From an optimization exercise on the open Yosys and OpenROAD flow, aimed at small area, a short achievable clock period and few clock cycles per item; shortcuts taken in it are not production practice.
In this exercise RTL edits were held to simulation tests only and were not proved equivalent to the original.

`flow/design.v`:
```
module radd(input [17:0] r, input [15:0] t, output reg [17:0] s);
  reg [9:0] th, s0, s1;
  reg       c, c0, c1;
  integer   i;
  always @(*) begin
    c = 1'b0;
    for (i = 0; i < 8; i = i + 1) begin
      s[i] = r[i] ^ t[i] ^ c;
      c    = (r[i] & t[i]) | (r[i] & c) | (t[i] & c);
    end
    th = {2'b00, t[15:8]};
    c0 = 1'b0;
    c1 = 1'b1;
    for (i = 0; i < 10; i = i + 1) begin
      s0[i] = r[8+i] ^ th[i] ^ c0;
      c0    = (r[8+i] & th[i]) | (r[8+i] & c0) | (th[i] & c0);
      s1[i] = r[8+i] ^ th[i] ^ c1;
      c1    = (r[8+i] & th[i]) | (r[8+i] & c1) | (th[i] & c1);
    end
    s[17:8] = c ? s1 : s0;
  end
endmodule
module mulb(input [7:0] one, input [7:0] two, input [7:0] neg, input one8,
  input [15:0] b, output reg [31:0] s0, output reg [31:0] s1);
  wire [17:0] bx = {1'b0, b, 1'b0};    
  reg m0_0, m0_1, m0_2, m0_3, m0_4, m0_5, m0_6, m0_7, m0_8, m0_9, m0_10, m0_11, m0_12, m0_13, m0_14, m0_15;
  reg m0_16, m1_0, m1_1, m1_2, m1_3, m1_4, m1_5, m1_6, m1_7, m1_8, m1_9, m1_10, m1_11, m1_12, m1_13, m1_14;
  reg m1_15, m1_16, m2_0, m2_1, m2_2, m2_3, m2_4, m2_5, m2_6, m2_7, m2_8, m2_9, m2_10, m2_11, m2_12, m2_13;
  reg m2_14, m2_15, m2_16, m3_0, m3_1, m3_2, m3_3, m3_4, m3_5, m3_6, m3_7, m3_8, m3_9, m3_10, m3_11, m3_12;
  reg m3_13, m3_14, m3_15, m3_16, m4_0, m4_1, m4_2, m4_3, m4_4, m4_5, m4_6, m4_7, m4_8, m4_9, m4_10, m4_11;
  reg m4_12, m4_13, m4_14, m4_15, m4_16, m5_0, m5_1, m5_2, m5_3, m5_4, m5_5, m5_6, m5_7, m5_8, m5_9, m5_10;
  reg m5_11, m5_12, m5_13, m5_14, m5_15, m5_16, m6_0, m6_1, m6_2, m6_3, m6_4, m6_5, m6_6, m6_7, m6_8, m6_9;
  reg m6_10, m6_11, m6_12, m6_13, m6_14, m6_15, m6_16, m7_0, m7_1, m7_2, m7_3, m7_4, m7_5, m7_6, m7_7, m7_8;
  reg m7_9, m7_10, m7_11, m7_12, m7_13, m7_14, m7_15, m7_16, w1, w2, w3, w4, w5, w6, w7, w8;
  reg w9, w10, w11, w12, w13, w14, w15, w16, w17, w18, w19, w20, w21, w22, w23, w24;
  reg w25, w26, w27, w28, w29, w30, w31, w32, w33, w34, w35, w36, w37, w38, w39, w40;
  reg w41, w42, w43, w44, w45, w46, w47, w48, w49, w50, w51, w52, w53, w54, w55, w56;
  reg w57, w58, w59, w60, w61, w62, w63, w64, w65, w66, w67, w68, w69, w70, w71, w72;
  reg w73, w74, w75, w76, w77, w78, w79, w80, w81, w82, w83, w84, w85, w86, w87, w88;
  reg w89, w90, w91, w92, w93, w94, w95, w96, w97, w98, w99, w100, w101, w102, w103, w104;
  reg w105, w106, w107, w108, w109, w110, w111, w112, w113, w114, w115, w116, w117, w118, w119, w120;
  reg w121, w122, w123, w124, w125, w126, w127, w128, w129, w130, w131, w132, w133, w134, w135, w136;
  reg w137, w138, w139, w140, w141, w142, w143, w144, w145, w146, w147, w148, w149, w150, w151, w152;
  reg w153, w154, w155, w156, w157, w158, w159, w160, w161, w162, w163, w164, w165, w166, w167, w168;
  reg w169, w170, w171, w172, w173, w174, w175, w176, w177, w178, w179, w180, w181, w182, w183, w184;
  reg w185, w186, w187, w188, w189, w190, w191, w192, w193, w194, w195, w196, w197, w198, w199, w200;
  reg w201, w202, w203, w204, w205, w206, w207, w208, w209, w210, w211, w212, w213, w214, w215, w216;
  reg w217, w218, w219, w220, w221, w222, w223, w224, w225, w226, w227, w228, w229, w230, w231, w232;
  reg w233, w234, w235, w236, w237, w238, w239, w240, w241, w242, w243, w244, w245, w246, w247, w248;
  reg w249, w250, w251, w252, w253, w254, w255, w256, w257, w258, w259, w260, w261, w262, w263, w264;
  always @(*) begin
    m0_0 = ((one[0] & bx[1]) | (two[0] & bx[0])) ^ neg[0];
    m0_1 = ((one[0] & bx[2]) | (two[0] & bx[1])) ^ neg[0];
    m0_2 = ((one[0] & bx[3]) | (two[0] & bx[2])) ^ neg[0];
    m0_3 = ((one[0] & bx[4]) | (two[0] & bx[3])) ^ neg[0];
    m0_4 = ((one[0] & bx[5]) | (two[0] & bx[4])) ^ neg[0];
    m0_5 = ((one[0] & bx[6]) | (two[0] & bx[5])) ^ neg[0];
    m0_6 = ((one[0] & bx[7]) | (two[0] & bx[6])) ^ neg[0];
    m0_7 = ((one[0] & bx[8]) | (two[0] & bx[7])) ^ neg[0];
    m0_8 = ((one[0] & bx[9]) | (two[0] & bx[8])) ^ neg[0];
    m0_9 = ((one[0] & bx[10]) | (two[0] & bx[9])) ^ neg[0];
    m0_10 = ((one[0] & bx[11]) | (two[0] & bx[10])) ^ neg[0];
    m0_11 = ((one[0] & bx[12]) | (two[0] & bx[11])) ^ neg[0];
    m0_12 = ((one[0] & bx[13]) | (two[0] & bx[12])) ^ neg[0];
    m0_13 = ((one[0] & bx[14]) | (two[0] & bx[13])) ^ neg[0];
    m0_14 = ((one[0] & bx[15]) | (two[0] & bx[14])) ^ neg[0];
    m0_15 = ((one[0] & bx[16]) | (two[0] & bx[15])) ^ neg[0];
    m0_16 = ((one[0] & bx[17]) | (two[0] & bx[16])) ^ neg[0];
    m1_0 = ((one[1] & bx[1]) | (two[1] & bx[0])) ^ neg[1];
    m1_1 = ((one[1] & bx[2]) | (two[1] & bx[1])) ^ neg[1];
    m1_2 = ((one[1] & bx[3]) | (two[1] & bx[2])) ^ neg[1];
    m1_3 = ((one[1] & bx[4]) | (two[1] & bx[3])) ^ neg[1];
    m1_4 = ((one[1] & bx[5]) | (two[1] & bx[4])) ^ neg[1];
    m1_5 = ((one[1] & bx[6]) | (two[1] & bx[5])) ^ neg[1];
    m1_6 = ((one[1] & bx[7]) | (two[1] & bx[6])) ^ neg[1];
    m1_7 = ((one[1] & bx[8]) | (two[1] & bx[7])) ^ neg[1];
    m1_8 = ((one[1] & bx[9]) | (two[1] & bx[8])) ^ neg[1];
    m1_9 = ((one[1] & bx[10]) | (two[1] & bx[9])) ^ neg[1];
    m1_10 = ((one[1] & bx[11]) | (two[1] & bx[10])) ^ neg[1];
    m1_11 = ((one[1] & bx[12]) | (two[1] & bx[11])) ^ neg[1];
    m1_12 = ((one[1] & bx[13]) | (two[1] & bx[12])) ^ neg[1];
    m1_13 = ((one[1] & bx[14]) | (two[1] & bx[13])) ^ neg[1];
    m1_14 = ((one[1] & bx[15]) | (two[1] & bx[14])) ^ neg[1];
    m1_15 = ((one[1] & bx[16]) | (two[1] & bx[15])) ^ neg[1];
    m1_16 = ((one[1] & bx[17]) | (two[1] & bx[16])) ^ neg[1];
    m2_0 = ((one[2] & bx[1]) | (two[2] & bx[0])) ^ neg[2];
    m2_1 = ((one[2] & bx[2]) | (two[2] & bx[1])) ^ neg[2];
    m2_2 = ((one[2] & bx[3]) | (two[2] & bx[2])) ^ neg[2];
    m2_3 = ((one[2] & bx[4]) | (two[2] & bx[3])) ^ neg[2];
    m2_4 = ((one[2] & bx[5]) | (two[2] & bx[4])) ^ neg[2];
    m2_5 = ((one[2] & bx[6]) | (two[2] & bx[5])) ^ neg[2];
    m2_6 = ((one[2] & bx[7]) | (two[2] & bx[6])) ^ neg[2];
    m2_7 = ((one[2] & bx[8]) | (two[2] & bx[7])) ^ neg[2];
    m2_8 = ((one[2] & bx[9]) | (two[2] & bx[8])) ^ neg[2];
    m2_9 = ((one[2] & bx[10]) | (two[2] & bx[9])) ^ neg[2];
    m2_10 = ((one[2] & bx[11]) | (two[2] & bx[10])) ^ neg[2];
    m2_11 = ((one[2] & bx[12]) | (two[2] & bx[11])) ^ neg[2];
    m2_12 = ((one[2] & bx[13]) | (two[2] & bx[12])) ^ neg[2];
    m2_13 = ((one[2] & bx[14]) | (two[2] & bx[13])) ^ neg[2];
    m2_14 = ((one[2] & bx[15]) | (two[2] & bx[14])) ^ neg[2];
    m2_15 = ((one[2] & bx[16]) | (two[2] & bx[15])) ^ neg[2];
    m2_16 = ((one[2] & bx[17]) | (two[2] & bx[16])) ^ neg[2];
    m3_0 = ((one[3] & bx[1]) | (two[3] & bx[0])) ^ neg[3];
    m3_1 = ((one[3] & bx[2]) | (two[3] & bx[1])) ^ neg[3];
    m3_2 = ((one[3] & bx[3]) | (two[3] & bx[2])) ^ neg[3];
    m3_3 = ((one[3] & bx[4]) | (two[3] & bx[3])) ^ neg[3];
    m3_4 = ((one[3] & bx[5]) | (two[3] & bx[4])) ^ neg[3];
    m3_5 = ((one[3] & bx[6]) | (two[3] & bx[5])) ^ neg[3];
    m3_6 = ((one[3] & bx[7]) | (two[3] & bx[6])) ^ neg[3];
    m3_7 = ((one[3] & bx[8]) | (two[3] & bx[7])) ^ neg[3];
    m3_8 = ((one[3] & bx[9]) | (two[3] & bx[8])) ^ neg[3];
    m3_9 = ((one[3] & bx[10]) | (two[3] & bx[9])) ^ neg[3];
    m3_10 = ((one[3] & bx[11]) | (two[3] & bx[10])) ^ neg[3];
    m3_11 = ((one[3] & bx[12]) | (two[3] & bx[11])) ^ neg[3];
    m3_12 = ((one[3] & bx[13]) | (two[3] & bx[12])) ^ neg[3];
    m3_13 = ((one[3] & bx[14]) | (two[3] & bx[13])) ^ neg[3];
    m3_14 = ((one[3] & bx[15]) | (two[3] & bx[14])) ^ neg[3];
    m3_15 = ((one[3] & bx[16]) | (two[3] & bx[15])) ^ neg[3];
    m3_16 = ((one[3] & bx[17]) | (two[3] & bx[16])) ^ neg[3];
    m4_0 = ((one[4] & bx[1]) | (two[4] & bx[0])) ^ neg[4];
    m4_1 = ((one[4] & bx[2]) | (two[4] & bx[1])) ^ neg[4];
    m4_2 = ((one[4] & bx[3]) | (two[4] & bx[2])) ^ neg[4];
    m4_3 = ((one[4] & bx[4]) | (two[4] & bx[3])) ^ neg[4];
    m4_4 = ((one[4] & bx[5]) | (two[4] & bx[4])) ^ neg[4];
    m4_5 = ((one[4] & bx[6]) | (two[4] & bx[5])) ^ neg[4];
    m4_6 = ((one[4] & bx[7]) | (two[4] & bx[6])) ^ neg[4];
    m4_7 = ((one[4] & bx[8]) | (two[4] & bx[7])) ^ neg[4];
    m4_8 = ((one[4] & bx[9]) | (two[4] & bx[8])) ^ neg[4];
    m4_9 = ((one[4] & bx[10]) | (two[4] & bx[9])) ^ neg[4];
    m4_10 = ((one[4] & bx[11]) | (two[4] & bx[10])) ^ neg[4];
    m4_11 = ((one[4] & bx[12]) | (two[4] & bx[11])) ^ neg[4];
    m4_12 = ((one[4] & bx[13]) | (two[4] & bx[12])) ^ neg[4];
    m4_13 = ((one[4] & bx[14]) | (two[4] & bx[13])) ^ neg[4];
    m4_14 = ((one[4] & bx[15]) | (two[4] & bx[14])) ^ neg[4];
    m4_15 = ((one[4] & bx[16]) | (two[4] & bx[15])) ^ neg[4];
    m4_16 = ((one[4] & bx[17]) | (two[4] & bx[16])) ^ neg[4];
    m5_0 = ((one[5] & bx[1]) | (two[5] & bx[0])) ^ neg[5];
    m5_1 = ((one[5] & bx[2]) | (two[5] & bx[1])) ^ neg[5];
    m5_2 = ((one[5] & bx[3]) | (two[5] & bx[2])) ^ neg[5];
    m5_3 = ((one[5] & bx[4]) | (two[5] & bx[3])) ^ neg[5];
    m5_4 = ((one[5] & bx[5]) | (two[5] & bx[4])) ^ neg[5];
    m5_5 = ((one[5] & bx[6]) | (two[5] & bx[5])) ^ neg[5];
    m5_6 = ((one[5] & bx[7]) | (two[5] & bx[6])) ^ neg[5];
    m5_7 = ((one[5] & bx[8]) | (two[5] & bx[7])) ^ neg[5];
    m5_8 = ((one[5] & bx[9]) | (two[5] & bx[8])) ^ neg[5];
    m5_9 = ((one[5] & bx[10]) | (two[5] & bx[9])) ^ neg[5];
    m5_10 = ((one[5] & bx[11]) | (two[5] & bx[10])) ^ neg[5];
    m5_11 = ((one[5] & bx[12]) | (two[5] & bx[11])) ^ neg[5];
    m5_12 = ((one[5] & bx[13]) | (two[5] & bx[12])) ^ neg[5];
    m5_13 = ((one[5] & bx[14]) | (two[5] & bx[13])) ^ neg[5];
    m5_14 = ((one[5] & bx[15]) | (two[5] & bx[14])) ^ neg[5];
    m5_15 = ((one[5] & bx[16]) | (two[5] & bx[15])) ^ neg[5];
    m5_16 = ((one[5] & bx[17]) | (two[5] & bx[16])) ^ neg[5];
    m6_0 = ((one[6] & bx[1]) | (two[6] & bx[0])) ^ neg[6];
    m6_1 = ((one[6] & bx[2]) | (two[6] & bx[1])) ^ neg[6];
    m6_2 = ((one[6] & bx[3]) | (two[6] & bx[2])) ^ neg[6];
    m6_3 = ((one[6] & bx[4]) | (two[6] & bx[3])) ^ neg[6];
    m6_4 = ((one[6] & bx[5]) | (two[6] & bx[4])) ^ neg[6];
    m6_5 = ((one[6] & bx[6]) | (two[6] & bx[5])) ^ neg[6];
    m6_6 = ((one[6] & bx[7]) | (two[6] & bx[6])) ^ neg[6];
    m6_7 = ((one[6] & bx[8]) | (two[6] & bx[7])) ^ neg[6];
    m6_8 = ((one[6] & bx[9]) | (two[6] & bx[8])) ^ neg[6];
    m6_9 = ((one[6] & bx[10]) | (two[6] & bx[9])) ^ neg[6];
    m6_10 = ((one[6] & bx[11]) | (two[6] & bx[10])) ^ neg[6];
    m6_11 = ((one[6] & bx[12]) | (two[6] & bx[11])) ^ neg[6];
    m6_12 = ((one[6] & bx[13]) | (two[6] & bx[12])) ^ neg[6];
    m6_13 = ((one[6] & bx[14]) | (two[6] & bx[13])) ^ neg[6];
    m6_14 = ((one[6] & bx[15]) | (two[6] & bx[14])) ^ neg[6];
    m6_15 = ((one[6] & bx[16]) | (two[6] & bx[15])) ^ neg[6];
    m6_16 = ((one[6] & bx[17]) | (two[6] & bx[16])) ^ neg[6];
    m7_0 = ((one[7] & bx[1]) | (two[7] & bx[0])) ^ neg[7];
    m7_1 = ((one[7] & bx[2]) | (two[7] & bx[1])) ^ neg[7];
    m7_2 = ((one[7] & bx[3]) | (two[7] & bx[2])) ^ neg[7];
    m7_3 = ((one[7] & bx[4]) | (two[7] & bx[3])) ^ neg[7];
    m7_4 = ((one[7] & bx[5]) | (two[7] & bx[4])) ^ neg[7];
    m7_5 = ((one[7] & bx[6]) | (two[7] & bx[5])) ^ neg[7];
    m7_6 = ((one[7] & bx[7]) | (two[7] & bx[6])) ^ neg[7];
    m7_7 = ((one[7] & bx[8]) | (two[7] & bx[7])) ^ neg[7];
    m7_8 = ((one[7] & bx[9]) | (two[7] & bx[8])) ^ neg[7];
    m7_9 = ((one[7] & bx[10]) | (two[7] & bx[9])) ^ neg[7];
    m7_10 = ((one[7] & bx[11]) | (two[7] & bx[10])) ^ neg[7];
    m7_11 = ((one[7] & bx[12]) | (two[7] & bx[11])) ^ neg[7];
    m7_12 = ((one[7] & bx[13]) | (two[7] & bx[12])) ^ neg[7];
    m7_13 = ((one[7] & bx[14]) | (two[7] & bx[13])) ^ neg[7];
    m7_14 = ((one[7] & bx[15]) | (two[7] & bx[14])) ^ neg[7];
    m7_15 = ((one[7] & bx[16]) | (two[7] & bx[15])) ^ neg[7];
    m7_16 = ((one[7] & bx[17]) | (two[7] & bx[16])) ^ neg[7];
    w1 = m0_10 ^ m1_8;
    w2 = m0_10 & m1_8;
    w3 = m0_11 ^ m1_9;
    w4 = m0_11 & m1_9;
    w5 = m0_12 ^ m1_10 ^ m2_8;
    w6 = (m0_12 & m1_10) | (m0_12 & m2_8) | (m1_10 & m2_8);
    w7 = m3_6 ^ m4_4;
    w8 = m3_6 & m4_4;
    w9 = m0_13 ^ m1_11 ^ m2_9;
    w10 = (m0_13 & m1_11) | (m0_13 & m2_9) | (m1_11 & m2_9);
    w11 = m3_7 ^ m4_5;
    w12 = m3_7 & m4_5;
    w13 = m0_14 ^ m1_12 ^ m2_10;
    w14 = (m0_14 & m1_12) | (m0_14 & m2_10) | (m1_12 & m2_10);
    w15 = m3_8 ^ m4_6 ^ m5_4;
    w16 = (m3_8 & m4_6) | (m3_8 & m5_4) | (m4_6 & m5_4);
    w17 = m6_2 ^ m7_0;
    w18 = m6_2 & m7_0;
    w19 = m0_15 ^ m1_13 ^ m2_11;
    w20 = (m0_15 & m1_13) | (m0_15 & m2_11) | (m1_13 & m2_11);
    w21 = m3_9 ^ m4_7 ^ m5_5;
    w22 = (m3_9 & m4_7) | (m3_9 & m5_5) | (m4_7 & m5_5);
    w23 = m6_3 ^ m7_1;
    w24 = m6_3 & m7_1;
    w25 = m0_16 ^ m1_14 ^ m2_12;
    w26 = (m0_16 & m1_14) | (m0_16 & m2_12) | (m1_14 & m2_12);
    w27 = m3_10 ^ m4_8 ^ m5_6;
    w28 = (m3_10 & m4_8) | (m3_10 & m5_6) | (m4_8 & m5_6);
    w29 = m6_4 ^ m7_2 ^ (one8 & b[0]);
    w30 = (m6_4 & m7_2) | (m6_4 & (one8 & b[0])) | (m7_2 & (one8 & b[0]));
    w31 = m1_15 ^ m2_13 ^ m3_11;
    w32 = (m1_15 & m2_13) | (m1_15 & m3_11) | (m2_13 & m3_11);
    w33 = m4_9 ^ m5_7 ^ m6_5;
    w34 = (m4_9 & m5_7) | (m4_9 & m6_5) | (m5_7 & m6_5);
    w35 = m7_3 ^ (one8 & b[1]) ^ neg[0];
    w36 = (m7_3 & (one8 & b[1])) | (m7_3 & neg[0]) | ((one8 & b[1]) & neg[0]);
    w37 = m1_16 ^ m2_14 ^ m3_12;
    w38 = (m1_16 & m2_14) | (m1_16 & m3_12) | (m2_14 & m3_12);
    w39 = m4_10 ^ m5_8 ^ m6_6;
    w40 = (m4_10 & m5_8) | (m4_10 & m6_6) | (m5_8 & m6_6);
    w41 = m7_4 ^ (one8 & b[2]) ^ neg[0];
    w42 = (m7_4 & (one8 & b[2])) | (m7_4 & neg[0]) | ((one8 & b[2]) & neg[0]);
    w43 = ~neg[1] ^ m2_15 ^ m3_13;
    w44 = (~neg[1] & m2_15) | (~neg[1] & m3_13) | (m2_15 & m3_13);
    w45 = m4_11 ^ m5_9 ^ m6_7;
    w46 = (m4_11 & m5_9) | (m4_11 & m6_7) | (m5_9 & m6_7);
    w47 = m7_5 ^ (one8 & b[3]) ^ ~neg[0];
    w48 = (m7_5 & (one8 & b[3])) | (m7_5 & ~neg[0]) | ((one8 & b[3]) & ~neg[0]);
    w49 = m2_16 ^ m3_14 ^ m4_12;
    w50 = (m2_16 & m3_14) | (m2_16 & m4_12) | (m3_14 & m4_12);
    w51 = m5_10 ^ m6_8 ^ m7_6;
    w52 = (m5_10 & m6_8) | (m5_10 & m7_6) | (m6_8 & m7_6);
    w53 = (one8 & b[4]) ^ 1'b1;
    w54 = (one8 & b[4]) & 1'b1;
    w55 = ~neg[2] ^ m3_15 ^ m4_13;
    w56 = (~neg[2] & m3_15) | (~neg[2] & m4_13) | (m3_15 & m4_13);
    w57 = m5_11 ^ m6_9 ^ m7_7;
    w58 = (m5_11 & m6_9) | (m5_11 & m7_7) | (m6_9 & m7_7);
    w59 = m3_16 ^ m4_14 ^ m5_12;
    w60 = (m3_16 & m4_14) | (m3_16 & m5_12) | (m4_14 & m5_12);
    w61 = m6_10 ^ m7_8;
    w62 = m6_10 & m7_8;
    w63 = ~neg[3] ^ m4_15 ^ m5_13;
    w64 = (~neg[3] & m4_15) | (~neg[3] & m5_13) | (m4_15 & m5_13);
    w65 = m4_16 ^ m5_14;
    w66 = m4_16 & m5_14;
    w67 = m0_6 ^ m1_4;
    w68 = m0_6 & m1_4;
    w69 = m0_7 ^ m1_5;
    w70 = m0_7 & m1_5;
    w71 = m0_8 ^ m1_6 ^ m2_4;
    w72 = (m0_8 & m1_6) | (m0_8 & m2_4) | (m1_6 & m2_4);
    w73 = m3_2 ^ m4_0;
    w74 = m3_2 & m4_0;
    w75 = m0_9 ^ m1_7 ^ m2_5;
    w76 = (m0_9 & m1_7) | (m0_9 & m2_5) | (m1_7 & m2_5);
    w77 = m3_3 ^ m4_1;
    w78 = m3_3 & m4_1;
    w79 = w1 ^ m2_6 ^ m3_4;
    w80 = (w1 & m2_6) | (w1 & m3_4) | (m2_6 & m3_4);
    w81 = m4_2 ^ m5_0 ^ neg[5];
    w82 = (m4_2 & m5_0) | (m4_2 & neg[5]) | (m5_0 & neg[5]);
    w83 = w2 ^ w3 ^ m2_7;
    w84 = (w2 & w3) | (w2 & m2_7) | (w3 & m2_7);
    w85 = m3_5 ^ m4_3 ^ m5_1;
    w86 = (m3_5 & m4_3) | (m3_5 & m5_1) | (m4_3 & m5_1);
    w87 = w4 ^ w5 ^ w7;
    w88 = (w4 & w5) | (w4 & w7) | (w5 & w7);
    w89 = m5_2 ^ m6_0 ^ neg[6];
    w90 = (m5_2 & m6_0) | (m5_2 & neg[6]) | (m6_0 & neg[6]);
    w91 = w6 ^ w8 ^ w9;
    w92 = (w6 & w8) | (w6 & w9) | (w8 & w9);
    w93 = w11 ^ m5_3 ^ m6_1;
    w94 = (w11 & m5_3) | (w11 & m6_1) | (m5_3 & m6_1);
    w95 = w10 ^ w12 ^ w13;
    w96 = (w10 & w12) | (w10 & w13) | (w12 & w13);
    w97 = w15 ^ w17 ^ neg[7];
    w98 = (w15 & w17) | (w15 & neg[7]) | (w17 & neg[7]);
    w99 = w14 ^ w16 ^ w18;
    w100 = (w14 & w16) | (w14 & w18) | (w16 & w18);
    w101 = w19 ^ w21 ^ w23;
    w102 = (w19 & w21) | (w19 & w23) | (w21 & w23);
    w103 = w20 ^ w22 ^ w24;
    w104 = (w20 & w22) | (w20 & w24) | (w22 & w24);
    w105 = w25 ^ w27 ^ w29;
    w106 = (w25 & w27) | (w25 & w29) | (w27 & w29);
    w107 = w26 ^ w28 ^ w30;
    w108 = (w26 & w28) | (w26 & w30) | (w28 & w30);
    w109 = w31 ^ w33 ^ w35;
    w110 = (w31 & w33) | (w31 & w35) | (w33 & w35);
    w111 = w32 ^ w34 ^ w36;
    w112 = (w32 & w34) | (w32 & w36) | (w34 & w36);
    w113 = w37 ^ w39 ^ w41;
    w114 = (w37 & w39) | (w37 & w41) | (w39 & w41);
    w115 = w38 ^ w40 ^ w42;
    w116 = (w38 & w40) | (w38 & w42) | (w40 & w42);
    w117 = w43 ^ w45 ^ w47;
    w118 = (w43 & w45) | (w43 & w47) | (w45 & w47);
    w119 = w44 ^ w46 ^ w48;
    w120 = (w44 & w46) | (w44 & w48) | (w46 & w48);
    w121 = w49 ^ w51 ^ w53;
    w122 = (w49 & w51) | (w49 & w53) | (w51 & w53);
    w123 = w50 ^ w52 ^ w54;
    w124 = (w50 & w52) | (w50 & w54) | (w52 & w54);
    w125 = w55 ^ w57 ^ (one8 & b[5]);
    w126 = (w55 & w57) | (w55 & (one8 & b[5])) | (w57 & (one8 & b[5]));
    w127 = w56 ^ w58 ^ w59;
    w128 = (w56 & w58) | (w56 & w59) | (w58 & w59);
    w129 = w61 ^ (one8 & b[6]) ^ 1'b1;
    w130 = (w61 & (one8 & b[6])) | (w61 & 1'b1) | ((one8 & b[6]) & 1'b1);
    w131 = w60 ^ w62 ^ w63;
    w132 = (w60 & w62) | (w60 & w63) | (w62 & w63);
    w133 = m6_11 ^ m7_9 ^ (one8 & b[7]);
    w134 = (m6_11 & m7_9) | (m6_11 & (one8 & b[7])) | (m7_9 & (one8 & b[7]));
    w135 = w64 ^ w65 ^ m6_12;
    w136 = (w64 & w65) | (w64 & m6_12) | (w65 & m6_12);
    w137 = m7_10 ^ (one8 & b[8]) ^ 1'b1;
    w138 = (m7_10 & (one8 & b[8])) | (m7_10 & 1'b1) | ((one8 & b[8]) & 1'b1);
    w139 = w66 ^ ~neg[4] ^ m5_15;
    w140 = (w66 & ~neg[4]) | (w66 & m5_15) | (~neg[4] & m5_15);
    w141 = m6_13 ^ m7_11 ^ (one8 & b[9]);
    w142 = (m6_13 & m7_11) | (m6_13 & (one8 & b[9])) | (m7_11 & (one8 & b[9]));
    w143 = m5_16 ^ m6_14 ^ m7_12;
    w144 = (m5_16 & m6_14) | (m5_16 & m7_12) | (m6_14 & m7_12);
    w145 = (one8 & b[10]) ^ 1'b1;
    w146 = (one8 & b[10]) & 1'b1;
    w147 = ~neg[5] ^ m6_15 ^ m7_13;
    w148 = (~neg[5] & m6_15) | (~neg[5] & m7_13) | (m6_15 & m7_13);
    w149 = m6_16 ^ m7_14;
    w150 = m6_16 & m7_14;
    w151 = m0_4 ^ m1_2;
    w152 = m0_4 & m1_2;
    w153 = m0_5 ^ m1_3;
    w154 = m0_5 & m1_3;
    w155 = w67 ^ m2_2 ^ m3_0;
    w156 = (w67 & m2_2) | (w67 & m3_0) | (m2_2 & m3_0);
    w157 = w68 ^ w69 ^ m2_3;
    w158 = (w68 & w69) | (w68 & m2_3) | (w69 & m2_3);
    w159 = w70 ^ w71 ^ w73;
    w160 = (w70 & w71) | (w70 & w73) | (w71 & w73);
    w161 = w72 ^ w74 ^ w75;
    w162 = (w72 & w74) | (w72 & w75) | (w74 & w75);
    w163 = w76 ^ w78 ^ w79;
    w164 = (w76 & w78) | (w76 & w79) | (w78 & w79);
    w165 = w80 ^ w82 ^ w83;
    w166 = (w80 & w82) | (w80 & w83) | (w82 & w83);
    w167 = w84 ^ w86 ^ w87;
    w168 = (w84 & w86) | (w84 & w87) | (w86 & w87);
    w169 = w88 ^ w90 ^ w91;
    w170 = (w88 & w90) | (w88 & w91) | (w90 & w91);
    w171 = w92 ^ w94 ^ w95;
    w172 = (w92 & w94) | (w92 & w95) | (w94 & w95);
    w173 = w96 ^ w98 ^ w99;
    w174 = (w96 & w98) | (w96 & w99) | (w98 & w99);
    w175 = w100 ^ w102 ^ w103;
    w176 = (w100 & w102) | (w100 & w103) | (w102 & w103);
    w177 = w104 ^ w106 ^ w107;
    w178 = (w104 & w106) | (w104 & w107) | (w106 & w107);
    w179 = w108 ^ w110 ^ w111;
    w180 = (w108 & w110) | (w108 & w111) | (w110 & w111);
    w181 = w112 ^ w114 ^ w115;
    w182 = (w112 & w114) | (w112 & w115) | (w114 & w115);
    w183 = w116 ^ w118 ^ w119;
    w184 = (w116 & w118) | (w116 & w119) | (w118 & w119);
    w185 = w120 ^ w122 ^ w123;
    w186 = (w120 & w122) | (w120 & w123) | (w122 & w123);
    w187 = w124 ^ w126 ^ w127;
    w188 = (w124 & w126) | (w124 & w127) | (w126 & w127);
    w189 = w128 ^ w130 ^ w131;
    w190 = (w128 & w130) | (w128 & w131) | (w130 & w131);
    w191 = w132 ^ w134 ^ w135;
    w192 = (w132 & w134) | (w132 & w135) | (w134 & w135);
    w193 = w136 ^ w138 ^ w139;
    w194 = (w136 & w138) | (w136 & w139) | (w138 & w139);
    w195 = w140 ^ w142 ^ w143;
    w196 = (w140 & w142) | (w140 & w143) | (w142 & w143);
    w197 = w144 ^ w146 ^ w147;
    w198 = (w144 & w146) | (w144 & w147) | (w146 & w147);
    w199 = w148 ^ w149 ^ (one8 & b[12]);
    w200 = (w148 & w149) | (w148 & (one8 & b[12])) | (w149 & (one8 & b[12]));
    w201 = w150 ^ ~neg[6] ^ m7_15;
    w202 = (w150 & ~neg[6]) | (w150 & m7_15) | (~neg[6] & m7_15);
    w203 = m7_16 ^ (one8 & b[14]);
    w204 = m7_16 & (one8 & b[14]);
    w205 = m0_2 ^ m1_0;
    w206 = m0_2 & m1_0;
    w207 = m0_3 ^ m1_1;
    w208 = m0_3 & m1_1;
    w209 = w151 ^ m2_0 ^ neg[2];
    w210 = (w151 & m2_0) | (w151 & neg[2]) | (m2_0 & neg[2]);
    w211 = w152 ^ w153 ^ m2_1;
    w212 = (w152 & w153) | (w152 & m2_1) | (w153 & m2_1);
    w213 = w154 ^ w155 ^ neg[3];
    w214 = (w154 & w155) | (w154 & neg[3]) | (w155 & neg[3]);
    w215 = w156 ^ w157 ^ m3_1;
    w216 = (w156 & w157) | (w156 & m3_1) | (w157 & m3_1);
    w217 = w158 ^ w159 ^ neg[4];
    w218 = (w158 & w159) | (w158 & neg[4]) | (w159 & neg[4]);
    w219 = w160 ^ w161 ^ w77;
    w220 = (w160 & w161) | (w160 & w77) | (w161 & w77);
    w221 = w162 ^ w163 ^ w81;
    w222 = (w162 & w163) | (w162 & w81) | (w163 & w81);
    w223 = w164 ^ w165 ^ w85;
    w224 = (w164 & w165) | (w164 & w85) | (w165 & w85);
    w225 = w166 ^ w167 ^ w89;
    w226 = (w166 & w167) | (w166 & w89) | (w167 & w89);
    w227 = w168 ^ w169 ^ w93;
    w228 = (w168 & w169) | (w168 & w93) | (w169 & w93);
    w229 = w170 ^ w171 ^ w97;
    w230 = (w170 & w171) | (w170 & w97) | (w171 & w97);
    w231 = w172 ^ w173 ^ w101;
    w232 = (w172 & w173) | (w172 & w101) | (w173 & w101);
    w233 = w174 ^ w175 ^ w105;
    w234 = (w174 & w175) | (w174 & w105) | (w175 & w105);
    w235 = w176 ^ w177 ^ w109;
    w236 = (w176 & w177) | (w176 & w109) | (w177 & w109);
    w237 = w178 ^ w179 ^ w113;
    w238 = (w178 & w179) | (w178 & w113) | (w179 & w113);
    w239 = w180 ^ w181 ^ w117;
    w240 = (w180 & w181) | (w180 & w117) | (w181 & w117);
    w241 = w182 ^ w183 ^ w121;
    w242 = (w182 & w183) | (w182 & w121) | (w183 & w121);
    w243 = w184 ^ w185 ^ w125;
    w244 = (w184 & w185) | (w184 & w125) | (w185 & w125);
    w245 = w186 ^ w187 ^ w129;
    w246 = (w186 & w187) | (w186 & w129) | (w187 & w129);
    w247 = w188 ^ w189 ^ w133;
    w248 = (w188 & w189) | (w188 & w133) | (w189 & w133);
    w249 = w190 ^ w191 ^ w137;
    w250 = (w190 & w191) | (w190 & w137) | (w191 & w137);
    w251 = w192 ^ w193 ^ w141;
    w252 = (w192 & w193) | (w192 & w141) | (w193 & w141);
    w253 = w194 ^ w195 ^ w145;
    w254 = (w194 & w195) | (w194 & w145) | (w195 & w145);
    w255 = w196 ^ w197 ^ (one8 & b[11]);
    w256 = (w196 & w197) | (w196 & (one8 & b[11])) | (w197 & (one8 & b[11]));
    w257 = w198 ^ w199 ^ 1'b1;
    w258 = (w198 & w199) | (w198 & 1'b1) | (w199 & 1'b1);
    w259 = w200 ^ w201 ^ (one8 & b[13]);
    w260 = (w200 & w201) | (w200 & (one8 & b[13])) | (w201 & (one8 & b[13]));
    w261 = w202 ^ w203 ^ 1'b1;
    w262 = (w202 & w203) | (w202 & 1'b1) | (w203 & 1'b1);
    w263 = w204 ^ ~neg[7] ^ (one8 & b[15]);
    w264 = (w204 & ~neg[7]) | (w204 & (one8 & b[15])) | (~neg[7] & (one8 & b[15]));
    s0[0] = m0_0;
    s1[0] = neg[0];
    s0[1] = m0_1;
    s1[1] = 1'b0;
    s0[2] = w205;
    s1[2] = neg[1];
    s0[3] = w206;
    s1[3] = w207;
    s0[4] = w208;
    s1[4] = w209;
    s0[5] = w210;
    s1[5] = w211;
    s0[6] = w212;
    s1[6] = w213;
    s0[7] = w214;
    s1[7] = w215;
    s0[8] = w216;
    s1[8] = w217;
    s0[9] = w218;
    s1[9] = w219;
    s0[10] = w220;
    s1[10] = w221;
    s0[11] = w222;
    s1[11] = w223;
    s0[12] = w224;
    s1[12] = w225;
    s0[13] = w226;
    s1[13] = w227;
    s0[14] = w228;
    s1[14] = w229;
    s0[15] = w230;
    s1[15] = w231;
    s0[16] = w232;
    s1[16] = w233;
    s0[17] = w234;
    s1[17] = w235;
    s0[18] = w236;
    s1[18] = w237;
    s0[19] = w238;
    s1[19] = w239;
    s0[20] = w240;
    s1[20] = w241;
    s0[21] = w242;
    s1[21] = w243;
    s0[22] = w244;
    s1[22] = w245;
    s0[23] = w246;
    s1[23] = w247;
    s0[24] = w248;
    s1[24] = w249;
    s0[25] = w250;
    s1[25] = w251;
    s0[26] = w252;
    s1[26] = w253;
    s0[27] = w254;
    s1[27] = w255;
    s0[28] = w256;
    s1[28] = w257;
    s0[29] = w258;
    s1[29] = w259;
    s0[30] = w260;
    s1[30] = w261;
    s0[31] = w262;
    s1[31] = w263;
  end
endmodule
module cpa32h(input [31:0] a, input [31:0] b, output reg [15:0] s,
  output reg c16, output reg c17, output reg c18, output reg c19);
  reg g0, p0, g1, p1, g2, p2, g3, p3, g4, p4, g5, p5, g6, p6, g7, p7;
  reg g8, p8, g9, p9, g10, p10, g11, p11, g12, p12, g13, p13, g14, p14, g15, p15;
  reg g16, p16, g17, p17, g18, p18, g19, p19, g20, p20, g21, p21, g22, p22, g23, p23;
  reg g24, p24, g25, p25, g26, p26, g27, p27, g28, p28, g29, p29, g30, p30, g31, p31;
  reg G1, G2, P2, G3, P3, G4, P4, G5, P5, G6, P6, G7, P7, G8, P8, G9;
  reg G10, P10, G11, P11, G12, P12, G13, G14, P14, G15, G16, P16, G17, P17, G18, P18;
  reg G19, P19, G20, P20, G21, P21, G22, P22, G23, P23, G24, P24, G25, P25, G26, P26;
  reg G27, P27, G28, P28, G29, P29, G30, P30, G31, P31, G32, P32, G33, P33, G34, P34;
  reg G35, P35, G36, P36, G37, P37, G38, P38, G39, P39, G40, P40, G41, P41, G42, P42;
  reg G43, P43, G44, P44, G45, P45, G46, P46, G47, P47, c20, c21, c22, c23, c24, c25;
  reg c26, c27, c28, c29, c30, c31, c32;
  always @(*) begin
    g0 = a[0] & b[0];
    p0 = a[0] ^ b[0];
    g1 = a[1] & b[1];
    p1 = a[1] ^ b[1];
    g2 = a[2] & b[2];
    p2 = a[2] ^ b[2];
    g3 = a[3] & b[3];
    p3 = a[3] ^ b[3];
    g4 = a[4] & b[4];
    p4 = a[4] ^ b[4];
    g5 = a[5] & b[5];
    p5 = a[5] ^ b[5];
    g6 = a[6] & b[6];
    p6 = a[6] ^ b[6];
    g7 = a[7] & b[7];
    p7 = a[7] ^ b[7];
    g8 = a[8] & b[8];
    p8 = a[8] ^ b[8];
    g9 = a[9] & b[9];
    p9 = a[9] ^ b[9];
    g10 = a[10] & b[10];
    p10 = a[10] ^ b[10];
    g11 = a[11] & b[11];
    p11 = a[11] ^ b[11];
    g12 = a[12] & b[12];
    p12 = a[12] ^ b[12];
    g13 = a[13] & b[13];
    p13 = a[13] ^ b[13];
    g14 = a[14] & b[14];
    p14 = a[14] ^ b[14];
    g15 = a[15] & b[15];
    p15 = a[15] ^ b[15];
    g16 = a[16] & b[16];
    p16 = a[16] ^ b[16];
    g17 = a[17] & b[17];
    p17 = a[17] ^ b[17];
    g18 = a[18] & b[18];
    p18 = a[18] ^ b[18];
    g19 = a[19] & b[19];
    p19 = a[19] ^ b[19];
    g20 = a[20] & b[20];
    p20 = a[20] ^ b[20];
    g21 = a[21] & b[21];
    p21 = a[21] ^ b[21];
    g22 = a[22] & b[22];
    p22 = a[22] ^ b[22];
    g23 = a[23] & b[23];
    p23 = a[23] ^ b[23];
    g24 = a[24] & b[24];
    p24 = a[24] ^ b[24];
    g25 = a[25] & b[25];
    p25 = a[25] ^ b[25];
    g26 = a[26] & b[26];
    p26 = a[26] ^ b[26];
    g27 = a[27] & b[27];
    p27 = a[27] ^ b[27];
    g28 = a[28] & b[28];
    p28 = a[28] ^ b[28];
    g29 = a[29] & b[29];
    p29 = a[29] ^ b[29];
    g30 = a[30] & b[30];
    p30 = a[30] ^ b[30];
    g31 = a[31] & b[31];
    p31 = a[31] ^ b[31];
    G1 = g1 | (p1 & g0);
    G2 = g3 | (p3 & g2);
    P2 = p3 & p2;
    G3 = g5 | (p5 & g4);
    P3 = p5 & p4;
    G4 = g7 | (p7 & g6);
    P4 = p7 & p6;
    G5 = g9 | (p9 & g8);
    P5 = p9 & p8;
    G6 = g11 | (p11 & g10);
    P6 = p11 & p10;
    G7 = g13 | (p13 & g12);
    P7 = p13 & p12;
    G8 = g15 | (p15 & g14);
    P8 = p15 & p14;
    G9 = G2 | (P2 & G1);
    G10 = G4 | (P4 & G3);
    P10 = P4 & P3;
    G11 = G6 | (P6 & G5);
    P11 = P6 & P5;
    G12 = G8 | (P8 & G7);
    P12 = P8 & P7;
    G13 = G10 | (P10 & G9);
    G14 = G12 | (P12 & G11);
    P14 = P12 & P11;
    G15 = G14 | (P14 & G13);
    c16 = G15;
    G16 = g17 | (p17 & g16);
    P16 = p17 & p16;
    G17 = g19 | (p19 & g18);
    P17 = p19 & p18;
    G18 = g21 | (p21 & g20);
    P18 = p21 & p20;
    G19 = g23 | (p23 & g22);
    P19 = p23 & p22;
    G20 = g25 | (p25 & g24);
    P20 = p25 & p24;
    G21 = g27 | (p27 & g26);
    P21 = p27 & p26;
    G22 = g29 | (p29 & g28);
    P22 = p29 & p28;
    G23 = g31 | (p31 & g30);
    P23 = p31 & p30;
    G24 = g18 | (p18 & G16);
    P24 = p18 & P16;
    G25 = G17 | (P17 & G16);
    P25 = P17 & P16;
    G26 = g22 | (p22 & G18);
    P26 = p22 & P18;
    G27 = G19 | (P19 & G18);
    P27 = P19 & P18;
    G28 = g26 | (p26 & G20);
    P28 = p26 & P20;
    G29 = G21 | (P21 & G20);
    P29 = P21 & P20;
    G30 = g30 | (p30 & G22);
    P30 = p30 & P22;
    G31 = G23 | (P23 & G22);
    P31 = P23 & P22;
    G32 = g20 | (p20 & G25);
    P32 = p20 & P25;
    G33 = G18 | (P18 & G25);
    P33 = P18 & P25;
    G34 = G26 | (P26 & G25);
    P34 = P26 & P25;
    G35 = G27 | (P27 & G25);
    P35 = P27 & P25;
    G36 = g28 | (p28 & G29);
    P36 = p28 & P29;
    G37 = G22 | (P22 & G29);
    P37 = P22 & P29;
    G38 = G30 | (P30 & G29);
    P38 = P30 & P29;
    G39 = G31 | (P31 & G29);
    P39 = P31 & P29;
    G40 = g24 | (p24 & G35);
    P40 = p24 & P35;
    G41 = G20 | (P20 & G35);
    P41 = P20 & P35;
    G42 = G28 | (P28 & G35);
    P42 = P28 & P35;
    G43 = G29 | (P29 & G35);
    P43 = P29 & P35;
    G44 = G36 | (P36 & G35);
    P44 = P36 & P35;
    G45 = G37 | (P37 & G35);
    P45 = P37 & P35;
    G46 = G38 | (P38 & G35);
    P46 = P38 & P35;
    G47 = G39 | (P39 & G35);
    P47 = P39 & P35;
    c17 = g16 | (p16 & c16);
    c18 = G16 | (P16 & c16);
    c19 = G24 | (P24 & c16);
    c20 = G25 | (P25 & c16);
    c21 = G32 | (P32 & c16);
    c22 = G33 | (P33 & c16);
    c23 = G34 | (P34 & c16);
    c24 = G35 | (P35 & c16);
    c25 = G40 | (P40 & c16);
    c26 = G41 | (P41 & c16);
    c27 = G42 | (P42 & c16);
    c28 = G43 | (P43 & c16);
    c29 = G44 | (P44 & c16);
    c30 = G45 | (P45 & c16);
    c31 = G46 | (P46 & c16);
    c32 = G47 | (P47 & c16);
    s[0] = p16 ^ c16;
    s[1] = p17 ^ c17;
    s[2] = p18 ^ c18;
    s[3] = p19 ^ c19;
    s[4] = p20 ^ c20;
    s[5] = p21 ^ c21;
    s[6] = p22 ^ c22;
    s[7] = p23 ^ c23;
    s[8] = p24 ^ c24;
    s[9] = p25 ^ c25;
    s[10] = p26 ^ c26;
    s[11] = p27 ^ c27;
    s[12] = p28 ^ c28;
    s[13] = p29 ^ c29;
    s[14] = p30 ^ c30;
    s[15] = p31 ^ c31;
  end
endmodule
module Exponential(input clk, rst, start, input [15:0] x,
                   output done, output [1:0] intpart, output [15:0] fracpart);
  reg        busy;
  reg [3:0]  step;
  reg [7:0]  one, two, neg;    
  reg        one8;             
  reg [15:0] t;       
  reg [17:0] r;       
  reg        acc;     
  wire [31:0] p0, p1;
  mulb mul(.one(one), .two(two), .neg(neg), .one8(one8), .b(t), .s0(p0), .s1(p1));
  wire [15:0] p;
  wire        c16, c17, c18, c19;
  cpa32h cpa(.a(p0), .b(p1), .s(p), .c16(c16), .c17(c17), .c18(c18), .c19(c19));
  reg [15:0] q;
  always @(*) begin
    case (step)
      4'd0:    q = {1'b0, p[15:1]};
      4'd3:    q = {2'b0, p[15:2]};
      4'd10:   q = {3'b0, p[15:3]};
      default: q = p;
    endcase
  end
  wire q_term = (step == 4'd0) | (step == 4'd2) | (step == 4'd3) | (step == 4'd5) |
                (step == 4'd7) | (step == 4'd9) | (step == 4'd10);
  reg [3:0] thr;
  always @(*) begin
    case (step)
      4'd0:    thr = 4'd2;
      4'd1:    thr = 4'd4;
      4'd2:    thr = 4'd3;
      4'd3:    thr = 4'd4;
      4'd4:    thr = 4'd6;
      4'd5:    thr = 4'd5;
      4'd6:    thr = 4'd7;
      4'd7:    thr = 4'd6;
      4'd8:    thr = 4'd8;
      4'd9:    thr = 4'd7;
      4'd10:   thr = 4'd8;
      default: thr = 4'd15;
    endcase
  end
  wire fin = (step == 4'd11) | ((t[15:4] == 12'd0) & (t[3:0] <= thr));
  wire go     = start & done;
  reg [15:0] y_next;
  always @(*) begin
    case (step)
      4'd1:    y_next = 16'h5555;
      4'd4:    y_next = 16'h3333;
      4'd6:    y_next = 16'h2AAA;
      4'd8:    y_next = 16'h2492;
      default: y_next = x;
    endcase
  end
  wire [15:0] y = go ? x : y_next;
  wire [16:0] ym = {y, 1'b0};    
  wire [7:0]  one_n, two_n, neg_n;
  genvar j;
  generate
    for (j = 0; j < 8; j = j + 1) begin : enc
      assign one_n[j] = ym[2*j+1] ^ ym[2*j];
      assign two_n[j] = (ym[2*j+2] & ~ym[2*j+1] & ~ym[2*j]) | (~ym[2*j+2] & ym[2*j+1] & ym[2*j]);
      assign neg_n[j] = ym[2*j+2];
    end
  endgenerate
  wire [17:0] rsum;
  radd ra(.r(r), .t((acc & busy) ? t : 16'd0), .s(rsum));
  wire [3:0] tlo = (acc & busy) ? t[3:0] : 4'd0;
  assign {intpart, fracpart} = r + {14'd0, tlo};
  assign done = ~busy | fin;
  wire [15:0] bw;       
  wire [15:0] xd;       
  assign bw[1] = 1'b1;
  assign xd[0] = x[0];
  generate
    for (j = 1; j < 16; j = j + 1) begin : dec
      assign xd[j] = x[j] ^ bw[j];
      if (j < 15) begin : b
        assign bw[j+1] = bw[j] & ~x[j];
      end
    end
  endgenerate
  assign bw[0] = 1'b0;
  wire [15:0] t0 = (bw[15] & ~x[15]) ? 16'd0 : xd;
  always @(posedge clk or posedge rst) begin
    if (rst)
      busy <= 1'b0;
    else if (go)
      busy <= 1'b1;
    else if (fin)
      busy <= 1'b0;
  end
  always @(posedge clk) begin
    step <= go ? 4'd0 : step + 4'd1;
    one  <= one_n;
    two  <= two_n;
    neg  <= neg_n;
    one8 <= y[15];
    t    <= go ? t0 : q;
    acc  <= go | q_term;
    r    <= go ? 18'h0FFFF : rsum;
  end
endmodule
```
`flow/run.sh`:
```
#!/bin/bash
# synth_recipe.tcl (not shown) runs the flow's synth.tcl, then flattens the netlist and writes it again
# the make line also repeats each setting of config.mk as NAME=value (left out here)
make -C /OpenROAD-flow-scripts/flow DESIGN_CONFIG=/design/flow/config.mk WORK_HOME=/design/flow/orfs CLKGATE_MAP_FILE= SYNTH_SCRIPT=/design/flow/synth_recipe.tcl finish
```
`flow/constraint.sdc`:
```
create_clock -name core_clock -period 9.0 [get_ports {clk}]
set_input_delay 1.8000 -clock core_clock [delete_from_list [all_inputs] [get_ports {clk}]]
set_output_delay 1.8000 -clock core_clock [all_outputs]
set_load 0.01 [all_outputs]
```
`flow/config.mk`:
```
export PLATFORM = sky130hd
export DESIGN_NAME = Exponential
export DESIGN_NICKNAME = Exponential
export VERILOG_FILES = /design/flow/design.v
export SDC_FILE = /design/flow/constraint.sdc
export NUM_CORES = 4
export LEC_CHECK = 0
export CAP_MARGIN = 20
export CORE_MARGIN = 2
export CORE_UTILIZATION = 60
export CTS_BUF_LIST = sky130_fd_sc_hd__clkbuf_4 sky130_fd_sc_hd__clkbuf_8
export CTS_CLUSTER_SIZE = 40
export SETUP_SLACK_MARGIN = 3
export SLEW_MARGIN = 20
```
==> impl_metrics.sql, run 1 <==
INSERT INTO impl_metrics (metric_group, metric, value, unit) VALUES
('outcome', 'status', 'timing/DRC/antenna clean', ''),
('sta', 'clock-skew-final', '17.1', 'ps'),
('yosys', 'yosysSeqAreaShare', '13.1', '%'),
('die', 'die_width', '136', 'um'),
('sta', 'hold_violations', '0', ''),
('cts', 'numCtsBuffers', '9', ''),
('sta', 'final.setup.tns', '0', 'ps'),
('sta', 'worst_pin_slew', '744', 'ps'),
('cts', 'cts_tree', 'built', ''),
('die', 'floorplan.initialDensity', '60.9', '%'),
('yosys', 'synth.lib_cells_used.distinct', '78', ''),
('sta', 'min_period', '5690', 'ps'),
('sta', 'period_share', '63.3', '%'),
('sta', 'max_freq', '176', 'MHz'),
('detailed_routing', 'routed_wire_length_per_instance', '20.4', 'um'),
('critical_path', 'r2r_start', 'one[0]', ''),
('detailed_routing', 'routed_via_count_divided_by_cell_count', '6.15', ''),
('cts', 'clkSinkCount', '68', ''),
('global_route', 'grt_start_max_net_pins', '34', ''),
('yosys', 'synth_area_per_cell', '8.68', 'um2'),
('sta', 'setup-violations-final', '0', ''),
('die', 'floorplan.die.height', '136', 'um'),
('finish', 'drive_above_1_share', '8.24', '%'),
('detailed_routing', 'wirelength_met1', '11.9', 'mm'),
('yosys', 'synthesis.yosys.warnings', '4', ''),
('cts', 'htreeDepth', '3', ''),
('detailed_routing', 'dr.first_iter.drc_count', '730', ''),
('yosys', 'synth_async_sr_flop_share', '1.47', '%'),
('yosys', 'synth_area_leader_cell', 'sky130_fd_sc_hd__fa_1', ''),
('detailed_routing', 'drt_drc_violations_left', '0', ''),
('sta', 'layout_setup_ws', '3310', 'ps'),
('yosys', 'synthesis.instances', '1201', ''),
('yosys', 'synth_nets', '1416', ''),
('sta', 'rsz0062_at_grt', 'no', ''),
('sta', 'timing_max_transition_violations_final', '0', ''),
('yosys', 'synth-main-ff-cell', 'sky130_fd_sc_hd__dfxtp_1', ''),
('die', 'number_of_top_level_design_ports', '38', ''),
('critical_path', 'rr_endpoint', 't[1]', ''),
('cts', 'hold_buffers', '0', ''),
('place', 'final_gp_congestion', '0.949', ''),
('yosys', 'synth_seq_cells', '68', ''),
('detailed_routing', 'drt-pass1-iter-count', '6', ''),
('critical_path', 'regToRegSetupSlack', '3310', 'ps'),
('die', 'placementRows', '48', ''),
('sta', 'hold_slack', '529', 'ps'),
('detailed_routing', 'top_layer_used', 'met4', ''),
('place', 'port_buffers', '37', ''),
('detailed_routing', 'route.final.wire_length', '28.6', 'mm'),
('critical_path', 'worst-r2r-cell-count', '18', ''),
('sta', 'max_slew_margin', '50.3', '%'),
('hold_path', 'timing.hold.worst.class', 'register to register', ''),
('critical_path', 'path_max_fanout', '16', ''),
('detailed_routing', 'route.antenna.remaining_nets', '0', ''),
('global_route', 'antenna_violations_before_repair', '0', ''),
('critical_path', 'worstSetupStartpointType', 'register', ''),
('die', 'placeableCoreArea', '17100', 'um2'),
('yosys', 'most_numerous_cell_in_the_yosys_netlist', 'sky130_fd_sc_hd__inv_1', ''),
('yosys', 'synthTopCellsByArea', 'sky130_fd_sc_hd__fa_1 21%, sky130_fd_sc_hd__dfxtp_1 13%, sky130_fd_sc_hd__xnor2_1 12%', ''),
('critical_path', 'timing_worst_setup_path_type', 'register to register', ''),
('detailed_routing', 'sum_of_met2_wire_segment_lengths_after_detailed_routing', '13.8', 'mm'),
('detailed_routing', 'vias', '8622', ''),
('yosys', 'synth-edff-count', '0', ''),
('finish', 'area_growth', '6.49', '%'),
('finish', 'antennaDiodeCount', '0', ''),
('finish', 'finalCoreUtilization', '64.9', '%'),
('place', 'dpl_worst_slack', '2760', 'ps'),
('cts', 'insertion_delay_of_the_later_clocked_pin_in_the_worst_skew_pair', '360', 'ps'),
('cts', 'clock-root-buffer', 'sky130_fd_sc_hd__clkbuf_8', ''),
('place', 'post-dp-hpwl', '20.1', 'mm');
[kinds of logic after synthesis]
family	after synthesis	synth area share (%)
flops	68	13.1
compound gates	257	18.4
xor+xnor	183	15.4
mux	13	1.26
simple gates	229	10.9
fa+ha+maj	196	31.4
buf+inv	255	9.40
[state kept, by name, summed over array words and instances (netlist names)]
name	count
step	4
thr	4
two	8
one	8
t	16
r	18
neg	8
busy	1
acc	1
[how the worst min path moves through the flow]
stage	from	to	slack (ps)	depth (start not counted)
after floorplan	step[0]	step[0]	470	1
after global placement	step[0]	step[0]	510	1
after detailed placement	step[0]	step[0]	520	1
after CTS	step[0]	step[0]	540	1
after global routing	step[0]	step[0]	580	1
final	step[0]	step[0]	530	1
[metrics by stage]
stage | area [um2] | std cells
after floorplan | 10400 | 1201
after global placement | 10800 | 1382
after detailed placement | 10800 | 1382
after CTS | 11000 | 1398
after global routing | 11100 | 1402
final | 11100 | 1402
[cell type report]
cell class              count  area, um2
multi-input cells         878       8120
fillers                  1529       6020
flip-flops and latches     68       1400
inverters                 157        593
repair buffers             58        526
well taps                 225        282
clock buffers              10        131
clock inverters             6       48.8
[placed cells by master (no fill, tap or decap), types with 8 or more instances in the layout]
cell,n
sky130_fd_sc_hd__nand2b_1,11
sky130_fd_sc_hd__clkbuf_8,9
sky130_fd_sc_hd__xor2_1,44
sky130_fd_sc_hd__o21ai_0,21
sky130_fd_sc_hd__and3_1,19
sky130_fd_sc_hd__nor3_1,9
sky130_fd_sc_hd__a21oi_1,32
sky130_fd_sc_hd__mux2i_1,12
sky130_fd_sc_hd__inv_1,153
sky130_fd_sc_hd__ha_1,86
sky130_fd_sc_hd__and2_1,15
sky130_fd_sc_hd__o221ai_1,8
sky130_fd_sc_hd__nand2_1,72
sky130_fd_sc_hd__fa_1,110
sky130_fd_sc_hd__dfxtp_1,40
sky130_fd_sc_hd__nor2_1,47
sky130_fd_sc_hd__dfxtp_2,27
sky130_fd_sc_hd__xnor2_1,137
sky130_fd_sc_hd__nand3_1,19
sky130_fd_sc_hd__a22oi_1,121
sky130_fd_sc_hd__buf_4,20
sky130_fd_sc_hd__a21o_1,8
sky130_fd_sc_hd__clkdlybuf4s50_1,37
[worst max-delay path, stage by stage (launching register included)]
cell and delay [ps]:
sky130_fd_sc_hd__dfxtp_1 740, sky130_fd_sc_hd__a22oi_1 170, sky130_fd_sc_hd__xnor2_1 260, sky130_fd_sc_hd__fa_1 450, sky130_fd_sc_hd__fa_1 500, sky130_fd_sc_hd__inv_1 50, sky130_fd_sc_hd__fa_1 490, sky130_fd_sc_hd__inv_1 50
sky130_fd_sc_hd__fa_1 450, sky130_fd_sc_hd__ha_1 290, sky130_fd_sc_hd__nand2_1 110, sky130_fd_sc_hd__nor4_4 480, sky130_fd_sc_hd__o31ai_4 190, sky130_fd_sc_hd__a21boi_4 330, sky130_fd_sc_hd__nor2_1 140, sky130_fd_sc_hd__xnor2_1 200
sky130_fd_sc_hd__a222oi_1 340, sky130_fd_sc_hd__o21ai_0 170, sky130_fd_sc_hd__o2bb2ai_1 150
[layer usage]
layer / vias to the layer above / GRT usage [%]
met1: 4255 / 41.9
met2: 335 / 53.5
met3: 69 / 5.39
met4: 0 / 11.9
met5: - / 0
li1: 3963 / -
[timing repair]
action,in CTS,in global routing
pin swaps,0,1
resized for setup,17,20
buffers inserted,0,4
endpoints found under the setup margin,16,18
Testbench counts, summed over its fixed seeds: cycles 3,058, items 384.
==> run 2, diff against run 1 <==
--- a/flow/config.mk
+++ b/flow/config.mk
@@ -11,4 +11,4 @@
 export CTS_BUF_LIST = sky130_fd_sc_hd__clkbuf_4 sky130_fd_sc_hd__clkbuf_8
 export CTS_CLUSTER_SIZE = 40
-export SETUP_SLACK_MARGIN = 3
+export SETUP_SLACK_MARGIN = 3.5
 export SLEW_MARGIN = 20
==> run 2 against run 1 <==
  * Critical path depth grew 3
  * Register-to-register slack improved by 350 ps
  * Die area unchanged
  * Global-route usage down 0.47 points
  * Clock-buffer cell count down 1
  * Critical path type unchanged
==> impl_metrics.sql, run 2 <==
INSERT INTO impl_metrics (metric_group, metric, value, unit) VALUES
('outcome', 'status', 'timing/DRC/antenna clean', ''),
('sta', 'layout_setup_ws', '3660', 'ps'),
('detailed_routing', 'dr.first_iter.drc_count', '749', ''),
('sta', 'timing_max_transition_violations_final', '0', ''),
('global_route', 'use_met2', '50.5', '%'),
('yosys', 'synth_seq_cells', '68', ''),
('critical_path', 'worstSetupStartpointType', 'register', ''),
('yosys', 'synth_async_sr_flop_share', '1.47', '%'),
('detailed_routing', 'route.antenna.remaining_nets', '0', ''),
('finish', 'layout.cells.most_common_list', '153 x sky130_fd_sc_hd__inv_1, 136 x sky130_fd_sc_hd__xnor2_1, 117 x sky130_fd_sc_hd__a22oi_1', ''),
('detailed_routing', 'routed_via_count_divided_by_cell_count', '6.05', ''),
('critical_path', 'r2r_start', 't[11]', ''),
('cts', 'numCtsBuffers', '9', ''),
('cts', 'clock-root-buffer', 'sky130_fd_sc_hd__clkbuf_8', ''),
('cts', 'htreeDepth', '3', ''),
('global_route', 'gr-usage-met3', '6.02', '%'),
('finish', 'drive_above_1_share', '14.1', '%'),
('critical_path', 'slowest_delay', '600', 'ps'),
('sta', 'max_slew_margin', '51.3', '%'),
('cts', 'cts_tree', 'built', ''),
('finish', 'finalCoreUtilization', '68.5', '%'),
('finish', 'layout_top_registers', 'r (18), t (16)', ''),
('yosys', 'synthesis.yosys.warnings', '4', ''),
('sta', 'worst_pin_slew', '729', 'ps'),
('place', 'port_buffers', '37', ''),
('yosys', 'synth.lib_cells_used.distinct', '78', ''),
('yosys', 'synth-edff-count', '0', ''),
('cts', 'insertion_delay_of_the_later_clocked_pin_in_the_worst_skew_pair', '360', 'ps'),
('yosys', 'most_numerous_cell_in_the_yosys_netlist', 'sky130_fd_sc_hd__inv_1', ''),
('critical_path', 'cpMaxStageDelayCell', 'sky130_fd_sc_hd__fa_1', ''),
('sta', 'min_period', '5340', 'ps'),
('sta', 'final.setup.tns', '0', 'ps'),
('die', 'placeableCoreArea', '17100', 'um2');
-- run 2: cell counts after synthesis --
No cell type changed its count.
-- run 2: cell families after synthesis --
| logic type | after synthesis | synth area share (%) |
|---|---|---|
| XOR/XNOR | 183 | 15.4 |
| buffers and inverters | 255 | 9.40 |
| flip-flops | 68 | 13.1 |
| adder cells (fa/ha/maj) | 196 | 31.4 |
| AND/OR/NAND/NOR | 229 | 10.9 |
| multiplexers | 13 | 1.26 |
| AO/OA/AOI/OAI | 257 | 18.4 |
-- run 2: cell type report --
| cell class | count | area [um2] | area share [%] |
|---|---|---|---|
| clock buffers | 9 | 124 | 1.06 |
| clock inverters | 7 | 98.8 | 0.843 |
| inverters | 157 | 599 | 5.11 |
| multi-input cells | 878 | 8270 | 70.5 |
| flip-flops and latches | 68 | 1460 | 12.5 |
| well taps | 225 | 282 | 2.40 |
| repair buffers | 98 | 891 | 7.60 |
-- run 2: final timing paths --
path                           end  slack [ps]  depth (start not counted)
setup / recovery              t[2]        3660                         21
hold reg to reg            step[0]         530                          1
min in group asynchronous     busy        1580                          2
max in group asynchronous     busy        7320                          2
setup reg to reg              t[2]        3660                         21
hold / removal             step[0]         530                          1
-- run 2: layer usage --
layer | up-vias | wire length, um
li1 | 4039 | -
met1 | 4284 | 12100
met2 | 329 | 13700
met3 | 73 | 2040
met4 | 0 | 1150
met5 | - | 0
-- run 2: per-stage QoR --
step | cells | cell area (um2)
final | 1442 | 11700
after CTS | 1405 | 11200
after global placement | 1387 | 10900
after floorplan | 1201 | 10400
after detailed placement | 1387 | 10900
after global routing | 1442 | 11700
-- run 2: worst max-delay path, delay by kind of cell, from the launching register on --
kind            cells  cell delay (ps)
compound gates      7             1140
xor+xnor            2              280
fa+ha+maj           5             2350
buf+inv             5              680
flops               1              410
simple gates        2              330
-- run 2: what timing repair did --
| item | in CTS | in global routing |
|---|---|---|
| buffers inserted | 2 | 37 |
| gates resized for setup | 50 | 67 |
| pin swaps | 1 | 21 |
| endpoints found under the setup margin | 18 | 24 |
| hold buffers | 0 | 0 |

==> port drivers added, routing unchanged <==
No port has a modelled driver above. Below, the same layouts with a new extraction and two added sets of constraints. Step 1 sets driving cells, clkbuf_16 on the clock port and buf_2 on the other inputs (assumed; they add their load-dependent delay and slew). Step 2, shift: input delay + t, output delay - t, t = (earliest + latest rising clock arrival at the registers) / 2. This alone moves slack from input paths to output paths. Slacks: ideal ports / drivers / drivers and shift; pairs: ideal ports / drivers.
run	t, ns	setup slack, ns	slew at the worst register clock pin (ns)
run 1	0.387	3.305 / 3.305 / 3.305	0.09 / 0.09
run 2	0.388	3.655 / 3.655 / 3.551	0.09 / 0.09
After both steps setup and hold are still met in every run listed. The setup slack of run 2, which loses most, moves by 0.000 ns with the drivers and by -0.104 ns with both steps.
